This design comes from an exercise in tuning for a short achievable clock period and few clock cycles on the open sky130 flow, not from production work.
Only simulation tests tie the RTL to the original design; equivalence was not proved.
No activity file was given, so power comes from the tool's default toggle rates.

==> job 8495 <==
## MultiCore
module MultiCore #(
    parameter CORE_COUNT = 3,
    parameter MEM_WIDTH = 12,
    parameter INS_WIDTH = 8,
    parameter MEM_ADDR = 11,
    parameter INS_ADDR = 8
)
(
    input clock,reset,start,
    input [MEM_WIDTH*CORE_COUNT-1:0] ProcessorDataIn,
    input [INS_WIDTH-1:0] InsMemOut,
    output [MEM_WIDTH*CORE_COUNT-1:0] ProcessorDataOut,
    output [INS_ADDR-1:0] InsAddr,
    output [MEM_ADDR-1:0] MemAddr,
    output DataMemoryWriteEnable, ready, done
);
clock: 9.0 ns
lec_check: 0
abc_clock_period_in_ps: 3500
cap_margin: 20
core_margin: 2
core_utilization: 40
setup_slack_margin: 5
slew_margin: 20
run.sh (not shown) runs the stock make flow with config.mk's settings and CLKGATE_MAP_FILE= SYNTH_SCRIPT=/design/flow/synth_recipe.tcl, a recipe that flattens the netlist after the stock synthesis.
==> inputs of job 710, as changes to job 8495 <==
--- a/flow/design.v
+++ b/flow/design.v
@@ -1,49 +1,29 @@
-module add12 (input [11:0] a, input [11:0] b, input cin, output [11:0] s);
-    wire [11:0] p = a ^ b;
-    reg [11:0] G, P;
-    integer i, d;
-    always @(*) begin
-        G = a & b;
-        P = p;
-        G[0] = G[0] | (p[0] & cin);
-        for (d = 1; d < 12; d = d * 2)
-            for (i = 11; i >= d; i = i - 1) begin
-                G[i] = G[i] | (P[i] & G[i-d]);
-                P[i] = P[i] & P[i-d];
-            end
-    end
-    assign s = p ^ {G[10:0], cin};
-endmodule
-module mul12 (input [11:0] a, input [11:0] r1, input [11:0] m3, input [11:0] m5,
-              input [11:0] m7, output [11:0] p);
-    function [11:0] msel(input [2:0] d, input [11:0] x1, input [11:0] x3,
-                         input [11:0] x5, input [11:0] x7);
-        case (d)
-            3'd0: msel = 12'd0;
-            3'd1: msel = x1;
-            3'd2: msel = {x1[10:0], 1'b0};
-            3'd3: msel = x3;
-            3'd4: msel = {x1[9:0], 2'b0};
-            3'd5: msel = x5;
-            3'd6: msel = {x3[10:0], 1'b0};
-            default: msel = x7;
-        endcase
-    endfunction
-    wire [11:0] t0 = msel(a[2:0], r1, m3, m5, m7);
-    wire [11:0] t1 = msel(a[5:3], r1, m3, m5, m7);
-    wire [11:0] t2 = msel(a[8:6], r1, m3, m5, m7);
-    wire [11:0] t3 = msel(a[11:9], r1, m3, m5, m7);
-    wire [11:0] x0 = t0;
-    wire [11:0] x1 = {t1[8:0], 3'b0};
-    wire [11:0] x2 = {t2[5:0], 6'b0};
-    wire [11:0] x3 = {t3[2:0], 9'b0};
-    wire [11:0] s1 = x0 ^ x1 ^ x2;
-    wire [11:0] c1 = {((x0[10:0] & x1[10:0]) | (x0[10:0] & x2[10:0]) | (x1[10:0] & x2[10:0])), 1'b0};
-    wire [11:0] s2 = s1 ^ c1 ^ x3;
-    wire [11:0] c2 = {((s1[10:0] & c1[10:0]) | (s1[10:0] & x3[10:0]) | (c1[10:0] & x3[10:0])), 1'b0};
-    add12 fin (.a(s2), .b(c2), .cin(1'b0), .s(p));
+module ALU #(parameter WIDTH = 12) (ALUop, A, B, result);
+input wire [2:0] ALUop;
+input wire [WIDTH-1:0] A,B;
+output reg [WIDTH-1:0] result;
+localparam [2:0] 
+clr  =  3'd0,    
+pass =  3'd1,    
+add  =  3'd2,    
+sub  =  3'd3,    
+mul  =  3'd4,    
+inc  =  3'd5,    
+idle =  3'd6;    
+always @(*) begin
+    case (ALUop)
+        clr: result = {WIDTH{1'b0}};  
+        pass: result = B;
+        add: result = A + B;
+        sub: result = A - B;
+        mul: result = A * B;
+        inc: result = A + 1'b1;  
+        idle: result = {WIDTH{1'b0}};
+        default: result = {WIDTH{1'b0}};
+    endcase
+end
 endmodule
 module Bus #(
     parameter MEM_WIDTH = 12,
     parameter INS_WIDTH = 8
 ) (
@@ -906,11 +886,11 @@
 wire ir2 = op_valid & is2;                  
 wire ib_opc = ~squash_q & ~ir2;             
 wire load_issue = (ex & dLDAC) | (run & IRv & IRo & IRoLd);
 wire ib_hazard = (IB == LDAC) | (IB == STR) | (IB == MUL) | (IB == ADD) |
                  (IB == SUB) | (IB == INCAC) | (IB == JMPNZ) | (IB == JMPZ);
-wire stall_n = ib_opc & ((load_issue & ib_hazard) | (ex & dR1_AC & (IB == MUL)));
+wire stall_n = load_issue & ib_opc & ib_hazard;
 always @(posedge clock) begin
     if (reset) begin
         FA <= 8'd0; IR <= 8'd0; IRv <= 1'b0; IRo <= 1'b0; IRoLd <= 1'b0; IRoSt <= 1'b0;
         stall_q <= 1'b0; squash_q <= 1'b0; LP <= 1'b0; zv <= 1'b0;
         run <= 1'b0; rdy <= 1'b1; dn <= 1'b0;
@@ -940,34 +920,22 @@
 end
 genvar i;
 generate
     for (i = 0; i < CORE_COUNT; i = i + 1) begin : lane
         reg [11:0] AC, R, RL, RC, RP, RQ, R1;
-        reg [11:0] M3, M5, M7;
         wire [11:0] DI = ProcessorDataIn[12*i +: 12];
         wire [11:0] ACc = LP ? DI : AC;
-        wire [11:0] m3n, m5n, m7n, prod, sum, dif, inc;
-        add12 a3 (.a(R1), .b({R1[10:0], 1'b0}), .cin(1'b0), .s(m3n));
-        add12 a5 (.a(R1), .b({R1[9:0], 2'b0}), .cin(1'b0), .s(m5n));
-        add12 a7 (.a({R1[8:0], 3'b0}), .b(~R1), .cin(1'b1), .s(m7n));
-        mul12 mu (.a(AC), .r1(R1), .m3(M3), .m5(M5), .m7(M7), .p(prod));
-        add12 aa (.a(AC), .b(R), .cin(1'b0), .s(sum));
-        add12 as (.a(AC), .b(~RC), .cin(1'b1), .s(dif));
-        add12 ai (.a(AC), .b(12'd0), .cin(1'b1), .s(inc));
-        always @(posedge clock) begin
-            M3 <= m3n; M5 <= m5n; M7 <= m7n;
-        end
         always @(posedge clock) begin
             if (reset) begin
                 AC <= 12'd0; R <= 12'd0; RL <= 12'd0; RC <= 12'd0;
                 RP <= 12'd0; RQ <= 12'd0; R1 <= 12'd0;
             end else begin
                 if (ex & dCLAC) AC <= 12'd0;
-                else if (ex & dMUL) AC <= prod;
-                else if (ex & dADD) AC <= sum;
-                else if (ex & dSUB) AC <= dif;
-                else if (ex & dINC) AC <= inc;
+                else if (ex & dMUL) AC <= AC * R1;
+                else if (ex & dADD) AC <= AC + R;
+                else if (ex & dSUB) AC <= AC - RC;
+                else if (ex & dINC) AC <= AC + 12'd1;
                 else if (ex & dAC_RP) AC <= RP;
                 else if (ex & dAC_RQ) AC <= RQ;
                 else if (ex & dAC_RL) AC <= RL;
                 else if (LP) AC <= DI;
                 if (ex & dRL_AC) RL <= ACc;
==> qor summary <==
metric                                                                           job 710                 job 8495
Status                                                           complete, no violations  complete, no violations
Min setup slack post-route                                                       4.67 ns                  5.07 ns
Power attributed to the clock group                                              1.46 mW                  1.86 mW
Crit path capture                                                         lane[1].AC[11]               MemAddr[0]
Last weighted congestion value of the routability-driven placer                    0.916                    0.939
Worst-skew pair later-pin latency                                                0.57 ns                  0.62 ns
Multiplexer area fraction after synthesis                                         0.0240                   0.0381
Worst-path maximum fanout                                                              2                        6
Peak per-stage delay on the critical path                                        0.50 ns                  0.37 ns
Global routing usage on met2                                                       0.449                    0.433
Post-Synth Simple-Gate Area                                                        0.196                    0.177
Register-to-Register Path Depth                                                       16                       15
Internal Power                                                                   2.10 mW                  2.77 mW
Filler Cell Count                                                                  5,582                    7,085
Sequential cell area                                                            5760 um2                 7640 um2
Final hold slack                                                                0.441 ns                 0.446 ns
Fraction of power spent switching nets                                             0.242                    0.236
Standard cell with the maximum stage delay on the critical path                     fa_1                   mux2_2
Number of multi-input combinational cells in the layout                            2,287                    2,875
Sequential portion of the cell area                                                0.205                    0.231
Testbench counts of job 8495, summed over its fixed seeds: cycles 54,952.
Testbench counts of job 710, summed over its fixed seeds: cycles 54,952.

==> inputs of v8 <==
Another version of the RTL of MultiCore (not shown whole).
clock: 9.0 ns
lec_check: 0
cap_margin: 20
core_margin: 2
core_utilization: 30
place_density: 0.45
setup_slack_margin: 5
slew_margin: 20
==> v26: changes against v8 <==
--- a/flow/design.v
+++ b/flow/design.v
@@ -980,14 +980,12 @@
 reg [1:0] ict [0:63];
 reg [63:0] icv;       
 reg [63:0] icl;       
 reg [63:0] icj;       
 reg [63:0] icc;       
 reg [63:0] icp;       
-reg [63:0] ipl3, ipl4;    
-reg [63:0] isj, isc;      
 reg [63:0] icq, ics;  
 reg [63:0] icr;       
 reg [7:0] hA1, hA2, hA3, hA4, hB1, hB2, hB3, hB4;    
 reg hv1, hv2, hv3, hv4;
 reg [7:0] FP;         
 reg [7:0] FA1;        
@@ -1015,67 +1013,55 @@
 reg [3:0] Xbpc;
 reg [7:0] XZ;                 
 wire [7:0] p1 = P1, p2 = P2, p3 = P3, p4 = P4, p5 = PC + 8'd5;
 wire [7:0] p6 = PC + 8'd6, p7 = PC + 8'd7, p8 = PC + 8'd8, p9 = PC + 8'd9;
 wire [5:0] i0 = PC[5:0], i1 = p1[5:0], i2 = p2[5:0], i3 = p3[5:0];
 wire [5:0] i4 = p4[5:0];
-wire [7:0] a_w0 = icd[i0], a_w1 = icd[i1], a_w2 = icd[i2], a_w3 = icd[i3], a_w4 = icd[i4];
+wire [7:0] w0 = icd[i0], w1 = icd[i1], w2 = icd[i2], w3 = icd[i3], w4 = icd[i4];
 wire v4 = icv[i4] & (ict[i4] == p4[7:6]);
 wire v0 = icv[i0] & (ict[i0] == PC[7:6]);
 wire v1 = icv[i1] & (ict[i1] == p1[7:6]);
 wire v2 = icv[i2] & (ict[i2] == p2[7:6]);
 wire v3 = icv[i3] & (ict[i3] == p3[7:6]);
-wire a_l0 = icl[i0];
-wire [7:0] a_op1 = a_l0 ? a_w2 : a_w1;
-wire [7:0] a_k1 = a_l0 ? a_w3 : a_w2;
-wire vop1 = a_l0 ? v2 : v1;
-wire vk1 = a_l0 ? v3 : v2;
-wire a_l1 = a_l0 ? icl[i2] : icl[i1];
-wire a_j1 = a_l0 ? icj[i2] : icj[i1];
-wire a_c1 = a_l0 ? icc[i2] : icc[i1];
-wire ok0 = v0 & (~a_l0 | v1);
-wire ok1 = ok0 & vop1 & (~a_l1 | vk1);
-wire [7:0] a_pc1 = a_l0 ? p2 : p1;
-wire [7:0] a_pc1n = a_l0 ? p4 : p3;           
-wire a_pred0 = icj[i0] | (icc[i0] & ptk[PC[3:0]]);
+wire l0 = icl[i0];
+wire [7:0] op1 = l0 ? w2 : w1;
+wire [7:0] k1 = l0 ? w3 : w2;
+wire vop1 = l0 ? v2 : v1;
+wire vk1 = l0 ? v3 : v2;
+wire l1 = l0 ? icl[i2] : icl[i1];
+wire j1 = l0 ? icj[i2] : icj[i1];
+wire c1 = l0 ? icc[i2] : icc[i1];
+wire ok0 = v0 & (~l0 | v1);
+wire ok1 = ok0 & vop1 & (~l1 | vk1);
+wire [7:0] pc1 = l0 ? p2 : p1;
+wire [7:0] pc1n = l0 ? p4 : p3;           
+wire pred0 = icj[i0] | (icc[i0] & ptk[PC[3:0]]);
 wire bh1 = ptk[p1[3:0]], bh2 = ptk[p2[3:0]];    
-wire pl3 = ipl3[i0], pl4 = ipl4[i0];
-wire a_pred1 = isj[i0] | (isc[i0] & (a_l0 ? bh2 : bh1));
-wire a_pair = icp[i0];                       
-wire a_tq = icq[i0], a_ts = ics[i0];           
-wire a_trip = a_tq | a_ts;
-wire a_qd = icr[i0];                         
-wire a_pred3 = ptk[p3[3:0]];
-wire a_issue = v0 & (~a_l0 | v1) & (~a_pair | (v1 & (~(pl3 | pl4) | v2) & (~pl4 | v3))) &
-               (~a_trip | v2) & (~a_qd | (v2 & v3 & v4));
-wire a_pr2 = a_pair & ~a_trip & ~a_qd;             
-wire ngw1 = a_pred0, ngp1 = ~a_pred0 & ~a_pair & ~a_l0;
-wire ngp2 = (~a_pred0 & ~a_pair & a_l0) | (a_pr2 & ~a_pred1 & ~pl3 & ~pl4);
-wire ngp3 = (a_pair & a_trip) | (a_pr2 & ~a_pred1 & pl3);
-wire ngp4 = a_pr2 & ~a_pred1 & pl4;
-wire ngp5 = a_pair & a_qd & ~a_pred3, ngw4 = a_pair & a_qd & a_pred3, ngk1 = a_pr2 & a_pred1;
+wire pred1 = j1 | (c1 & (l0 ? bh2 : bh1));
+wire pair = icp[i0];                       
+wire tq = icq[i0], ts = ics[i0];           
+wire trip = tq | ts;
+wire qd = icr[i0];                         
+wire pred3 = ptk[p3[3:0]];
+wire issue = ok0 & (~pair | ok1) & (~trip | v2) & (~qd | (v2 & v3 & v4));
+wire pr2 = pair & ~trip & ~qd;             
+wire ngw1 = pred0, ngp1 = ~pred0 & ~pair & ~l0;
+wire ngp2 = (~pred0 & ~pair & l0) | (pr2 & ~pred1 & ~l0 & ~l1);
+wire ngp3 = (pair & trip) | (pr2 & ~pred1 & (l0 ^ l1));
+wire ngp4 = pr2 & ~pred1 & l0 & l1;
+wire ngp5 = pair & qd & ~pred3, ngw4 = pair & qd & pred3, ngk1 = pr2 & pred1;
 function [7:0] ngd(input [7:0] q1, input [7:0] q2, input [7:0] q3, input [7:0] q4,
                    input [7:0] q5, input [7:0] x1, input [7:0] x4, input [7:0] xk);
     ngd = ({8{ngw1}} & x1) | ({8{ngp1}} & q1) | ({8{ngp2}} & q2) | ({8{ngp3}} & q3) |
           ({8{ngp4}} & q4) | ({8{ngp5}} & q5) | ({8{ngw4}} & x4) | ({8{ngk1}} & xk);
 endfunction
-wire [7:0] ng  = ngd(p1, p2, p3, p4, p5, a_w1, a_w4, a_k1);
-wire [7:0] ng1 = ngd(p2, p3, p4, p5, p6, a_w1 + 8'd1, a_w4 + 8'd1, a_k1 + 8'd1);
-wire [7:0] ng2 = ngd(p3, p4, p5, p6, p7, a_w1 + 8'd2, a_w4 + 8'd2, a_k1 + 8'd2);
-wire [7:0] ng3 = ngd(p4, p5, p6, p7, p8, a_w1 + 8'd3, a_w4 + 8'd3, a_k1 + 8'd3);
-wire [7:0] ng4 = ngd(p5, p6, p7, p8, p9, a_w1 + 8'd4, a_w4 + 8'd4, a_k1 + 8'd4);
-reg Dv;
-reg [7:0] Dw0, Dw1, Dw2, Dw3, Dw4, DPC;
-reg Dl0, Dpair, Dtq, Dts, Dqd, Dp0, Dp1, Dp3;
-wire [7:0] w0 = Dw0, w1 = Dw1, w2 = Dw2, w3 = Dw3, w4 = Dw4;
-wire l0 = Dl0, pair = Dpair, tq = Dtq, ts = Dts, trip = Dtq | Dts, qd = Dqd;
-wire pred0 = Dp0, pred1 = Dp1, pred3 = Dp3;
-wire [7:0] k1 = l0 ? w3 : w2;
-wire [7:0] dp1 = DPC + 8'd1, dp2 = DPC + 8'd2, dp3 = DPC + 8'd3, dp4 = DPC + 8'd4, dp5 = DPC + 8'd5;
-wire [7:0] pc1 = l0 ? dp2 : dp1;
-wire [7:0] pc1n = l0 ? dp4 : dp3;           
+wire [7:0] ng  = ngd(p1, p2, p3, p4, p5, w1, w4, k1);
+wire [7:0] ng1 = ngd(p2, p3, p4, p5, p6, w1 + 8'd1, w4 + 8'd1, k1 + 8'd1);
+wire [7:0] ng2 = ngd(p3, p4, p5, p6, p7, w1 + 8'd2, w4 + 8'd2, k1 + 8'd2);
+wire [7:0] ng3 = ngd(p4, p5, p6, p7, p8, w1 + 8'd3, w4 + 8'd3, k1 + 8'd3);
+wire [7:0] ng4 = ngd(p5, p6, p7, p8, p9, w1 + 8'd4, w4 + 8'd4, k1 + 8'd4);
 wire fm1 = pair & ((l0 ? isL(w2) : isL(w1)) | (l0 ? isS(w2) : isS(w1)));      
 wire fsK = fm1 ? (l0 ? ((w2 == LDIAC) | (w2 == STIR)) : ((w1 == LDIAC) | (w1 == STIR))) :
                   ((w0 == LDIAC) | (w0 == STIR));
 wire fa0 = fm1 & isA(w0);
 wire fslowL = slowL(w0) | (pair & ~isA(w0) & (w0 != MUL) & (l0 ? slowL(w2) : slowL(w1)));
 wire fslowM = slowM(w0) | (pair & ~isA(w0) & (w0 != MUL) & (l0 ? slowM(w2) : slowM(w1)));
@@ -1151,22 +1137,22 @@
 wire endx = e0 & Xend;
 wire ldx = e0 & Xld;
 wire stx = run & G0v & Gst & ~hazard;
 reg WEq;
 wire we_next = run & ~endx & ~mis &
                (hazard ? (G0v & Gst) :
-                         (Dv & fst & ~(ldx & fslowL) & ~(e0 & Gmul & fslowM)));
+                         (issue & fst & ~(ldx & fslowL) & ~(e0 & Gmul & fslowM)));
 wire mac = XMAC;
 wire fa = XFA;                                
 integer bi;
 always @(posedge clock) begin
     if (reset) begin
         run <= 1'b0; rdy <= 1'b1; dn <= 1'b0; LP <= 1'b0; WEq <= 1'b0; zv <= 1'b0; macp <= 1'b0;
         icv <= 64'd0; icp <= 64'd0; icq <= 64'd0; ics <= 64'd0; icr <= 64'd0; hv4 <= 1'b0; hv1 <= 1'b0; hv2 <= 1'b0; hv3 <= 1'b0; FP <= 8'd0; FA1 <= 8'd0; fv1 <= 1'b0; missq <= 1'b0; Mq <= 8'd0; FA2 <= 8'd0; fv2 <= 1'b0;
         PC <= 8'd0; P1 <= 8'd1; P2 <= 8'd2; P3 <= 8'd3; P4 <= 8'd4;
-        G0v <= 1'b0; G1v <= 1'b0; Dv <= 1'b0;
+        G0v <= 1'b0; G1v <= 1'b0;
         GslowL <= 1'b0; GslowM <= 1'b0; Gmul <= 1'b0; Gst <= 1'b0; GsK <= 1'b0; GsAC <= 1'b0; GsRP <= 1'b0;
         GsRQ <= 1'b0; GsRL <= 1'b0; Gk <= 8'd0; 
         for (bi = 0; bi < 16; bi = bi + 1) begin bht[bi] <= 2'b10; lcnt[bi] <= 4'd0; ltrip[bi] <= 4'd0; end
         ltv <= 16'd0; ptk <= 16'hffff;
     end else begin
         if (fv1) begin
@@ -1174,22 +1160,14 @@
             icl[FA1[5:0]] <= is2(InsMemOut); icj[FA1[5:0]] <= (InsMemOut == JUMP); icc[FA1[5:0]] <= isCB(InsMemOut);
             hA1 <= FA1; hB1 <= InsMemOut; hA2 <= hA1; hB2 <= hB1; hA3 <= hA2; hB3 <= hB2; hA4 <= hA3; hB4 <= hB3;
         end
         hv1 <= fv1; hv2 <= hv1 & fv1; hv3 <= hv2 & fv1; hv4 <= hv3 & fv1;
         if (hv1 & hv2 & hv3 & hv4 & (hA2 == hA1 - 8'd1) & (hA3 == hA1 - 8'd2) & (hA4 == hA1 - 8'd3))
             icr[hA4[5:0]] <= quad(hB4, hB3, hB2, hB1);
-        if (hv1 & hv2 & (hA2 == hA1 - 8'd1) & ~is2(hB2)) begin
-            icp[hA2[5:0]] <= pairable(hB2, hB1);
-            ipl3[hA2[5:0]] <= is2(hB1); ipl4[hA2[5:0]] <= 1'b0;
-            isj[hA2[5:0]] <= (hB1 == JUMP); isc[hA2[5:0]] <= isCB(hB1);
-        end
-        if (hv1 & hv2 & hv3 & (hA2 == hA1 - 8'd1) & (hA3 == hA1 - 8'd2) & is2(hB3)) begin
-            icp[hA3[5:0]] <= pairable(hB3, hB1);
-            ipl3[hA3[5:0]] <= ~is2(hB1); ipl4[hA3[5:0]] <= is2(hB1);
-            isj[hA3[5:0]] <= (hB1 == JUMP); isc[hA3[5:0]] <= isCB(hB1);
-        end
+        if (hv1 & hv2 & (hA2 == hA1 - 8'd1) & ~is2(hB2)) icp[hA2[5:0]] <= pairable(hB2, hB1);
+        if (hv1 & hv2 & hv3 & (hA2 == hA1 - 8'd1) & (hA3 == hA1 - 8'd2) & is2(hB3)) icp[hA3[5:0]] <= pairable(hB3, hB1);
         if (hv1 & hv2 & hv3 & (hA2 == hA1 - 8'd1) & (hA3 == hA1 - 8'd2)) begin
             icq[hA3[5:0]] <= triple(hB3, hB2, hB1) & (hB1 == LDAC);
             ics[hA3[5:0]] <= triple(hB3, hB2, hB1) & (hB1 == STR);
         end
         if (fv1) begin icp[FA1[5:0]] <= 1'b0; icq[FA1[5:0]] <= 1'b0; ics[FA1[5:0]] <= 1'b0; icr[FA1[5:0]] <= 1'b0; end
         FA1 <= FP;
@@ -1209,23 +1187,19 @@
             ltv[bpc] <= ntv;
             ptk[bpc] <= nbht[1] & ~(ntv & (ncnt == ntrip));
         end
         if (run) begin
             if (mis) begin
                 PC <= balt; P1 <= balt + 8'd1; P2 <= balt + 8'd2; P3 <= balt + 8'd3; P4 <= balt + 8'd4;
-                G0v <= 1'b0; G1v <= 1'b0; Dv <= 1'b0;
+                G0v <= 1'b0; G1v <= 1'b0;
             end else if (!hazard) begin
-                G0v <= Dv & ~endx;
-                G1v <= Dv & pair & ~pred0 & ~endx;
-                Dv <= a_issue & ~endx;
-                if (a_issue) begin PC <= ng; P1 <= ng1; P2 <= ng2; P3 <= ng3; P4 <= ng4; end
+                G0v <= issue & ~endx;
+                G1v <= issue & pair & ~pred0 & ~endx;
+                if (issue) begin PC <= ng; P1 <= ng1; P2 <= ng2; P3 <= ng3; P4 <= ng4; end
             end
             if (!hazard) begin
-                Dw0 <= a_w0; Dw1 <= a_w1; Dw2 <= a_w2; Dw3 <= a_w3; Dw4 <= a_w4; DPC <= PC;
-                Dl0 <= a_l0; Dpair <= a_pair; Dtq <= a_tq; Dts <= a_ts; Dqd <= a_qd;
-                Dp0 <= a_pred0; Dp1 <= a_pred1; Dp3 <= a_pred3;
                 GslowL <= fslowL; GslowM <= fslowM; Gmul <= fmul; Gst <= fst;
                 GsK <= fsK & ~trip; GsAC <= ~fsK & ~fa0 & ~trip;
                 GsRP <= trip ? (l0 ? (w2 == MV_AC_RP) : (w1 == MV_AC_RP)) : (~fsK & fa0 & (w0 == MV_AC_RP));
                 GsRQ <= trip ? (l0 ? (w2 == MV_AC_RQ) : (w1 == MV_AC_RQ)) : (~fsK & fa0 & (w0 == MV_AC_RQ));
                 GsRL <= trip ? (l0 ? (w2 == MV_AC_RL) : (w1 == MV_AC_RL)) : (~fsK & fa0 & (w0 == MV_AC_RL));
                 Gk <= fm1 ? k1 : w1;
@@ -1253,14 +1227,14 @@
                 Xr1 <= (w0 == MV_R1_AC) | (s1 & (l0 ? (w2 == MV_R1_AC) : (w1 == MV_R1_AC)));
                 Xzv <= isA(w0) | isF(w0) | (s1 & ((l0 ? isA(w2) : isA(w1)) | (l0 ? isF(w2) : isF(w1))));
                 Xbr <= isCB(w0) | fbr1 | qd;
                 Xbnz <= qd ? (w3 == JMPNZ) : fbr1 ? (l0 ? (w2 == JMPNZ) : (w1 == JMPNZ)) : (w0 == JMPNZ);
                 Xbp <= qd ? pred3 : fbr1 ? pred1 : pred0;
                 Xtgt <= qd ? w4 : fbr1 ? k1 : w1;
-                Xft <= qd ? dp5 : fbr1 ? pc1n : dp2;
-                Xbpc <= qd ? dp3[3:0] : fbr1 ? pc1[3:0] : DPC[3:0];
+                Xft <= qd ? p5 : fbr1 ? pc1n : p2;
+                Xbpc <= qd ? p3[3:0] : fbr1 ? pc1[3:0] : PC[3:0];
                 XZ <= qd ? ((w2 == ADD) ? 8'b00100000 : (w2 == SUB) ? 8'b01000000 : 8'b10000000) : fZ;
             end
         end
     end
 end
 genvar i;
==> comparison table <==
metric                                                                      v26          v8
Run status                                             timing/DRC/antenna clean  timing/DRC/antenna clean
Adder-Cell Fraction of Synth Area                                        0.0368      0.0332
Switching share of total power                                            0.297       0.280
Maximum number of pins on one net before global-route repair                162         155
Initial antenna violation count                                              49          39
Sequential share of the synthesized area                                  0.393       0.415
Die ar.                                                              454000 µm²  505000 µm²
P_int                                                                   17.9 mW     19.8 mW
Setup Buffers After CTS                                                     471         414
Comb power frac                                                           0.166       0.122
Transition time at the pin with the least slew margin                   1.29 ns     1.38 ns
Routability Congestion                                                    0.954       0.969
Met3 layer wire length in the routed design                            75400 µm    82900 µm
Share of the synthesized area in the top cell type                        0.283       0.316
Total power consumption of the routed design                            25.4 mW     27.4 mW
Register cell area after layout                                       53100 µm²   62400 µm²
Overall via count from detail_route                                      117607      131001
#MultiIn Comb                                                              8630        9712
Area of the mapped netlist                                           135000 µm²  150000 µm²
Final #Nets                                                               12860       14284
Share of final-layout standard cells stronger than drive strength 1       0.326       0.320
Final period demand of the worst path                                   5.17 ns     4.83 ns
Wire length of the first global-routing pass                          901000 µm   998000 µm
Clock slew at reported path FFs                                         0.07 ns     0.06 ns
Share of cell area taken by flip-flops and latches                        0.318       0.335
Stages on the worst setup path                                               19          14
Xor/xnor share of the synthesized area                                   0.0335      0.0281
Testbench counts of v8, summed over its fixed seeds: cycles 21,337.
Testbench counts of v26, summed over its fixed seeds: cycles 21,157.

port drivers added, routing unchanged:
In the flow no input, the clock included, has a driving cell. The finished layouts below were timed again as built, in two steps. Step 1 sets driving cells, clkbuf_16 on the clock port and buf_2 on the other inputs (assumed; they add their load-dependent delay and slew). Step 2 moves the port delays by t, midway between the first and last clock arrival at a register: inputs arrive t later, outputs are due t later. That takes back most of the time a late clock gives input paths. Three values: ideal ports, drivers, drivers and shift; two values: the first two.
run	t, ns	slack for setup (ns)	clock arrival spread, ns	slew at the worst register clock pin (ns)	cell pins on the clock port's net
job 8495	0.663	5.066 / 5.004 / 4.896	0.029 / 0.029	0.06 / 0.06	1
job 710	0.619	4.671 / 4.671 / 4.671	0.028 / 0.027	0.07 / 0.07	1
v8	1.099	4.174 / 4.174 / 3.962	0.102 / 0.101	0.07 / 0.07	1
v26	1.077	3.834 / 3.834 / 3.834	0.096 / 0.095	0.07 / 0.07	1
After both steps setup and hold are still met in every run listed. For v8, which loses most, drivers alone change the setup slack by 0.000 ns; drivers and shift together by -0.212 ns.
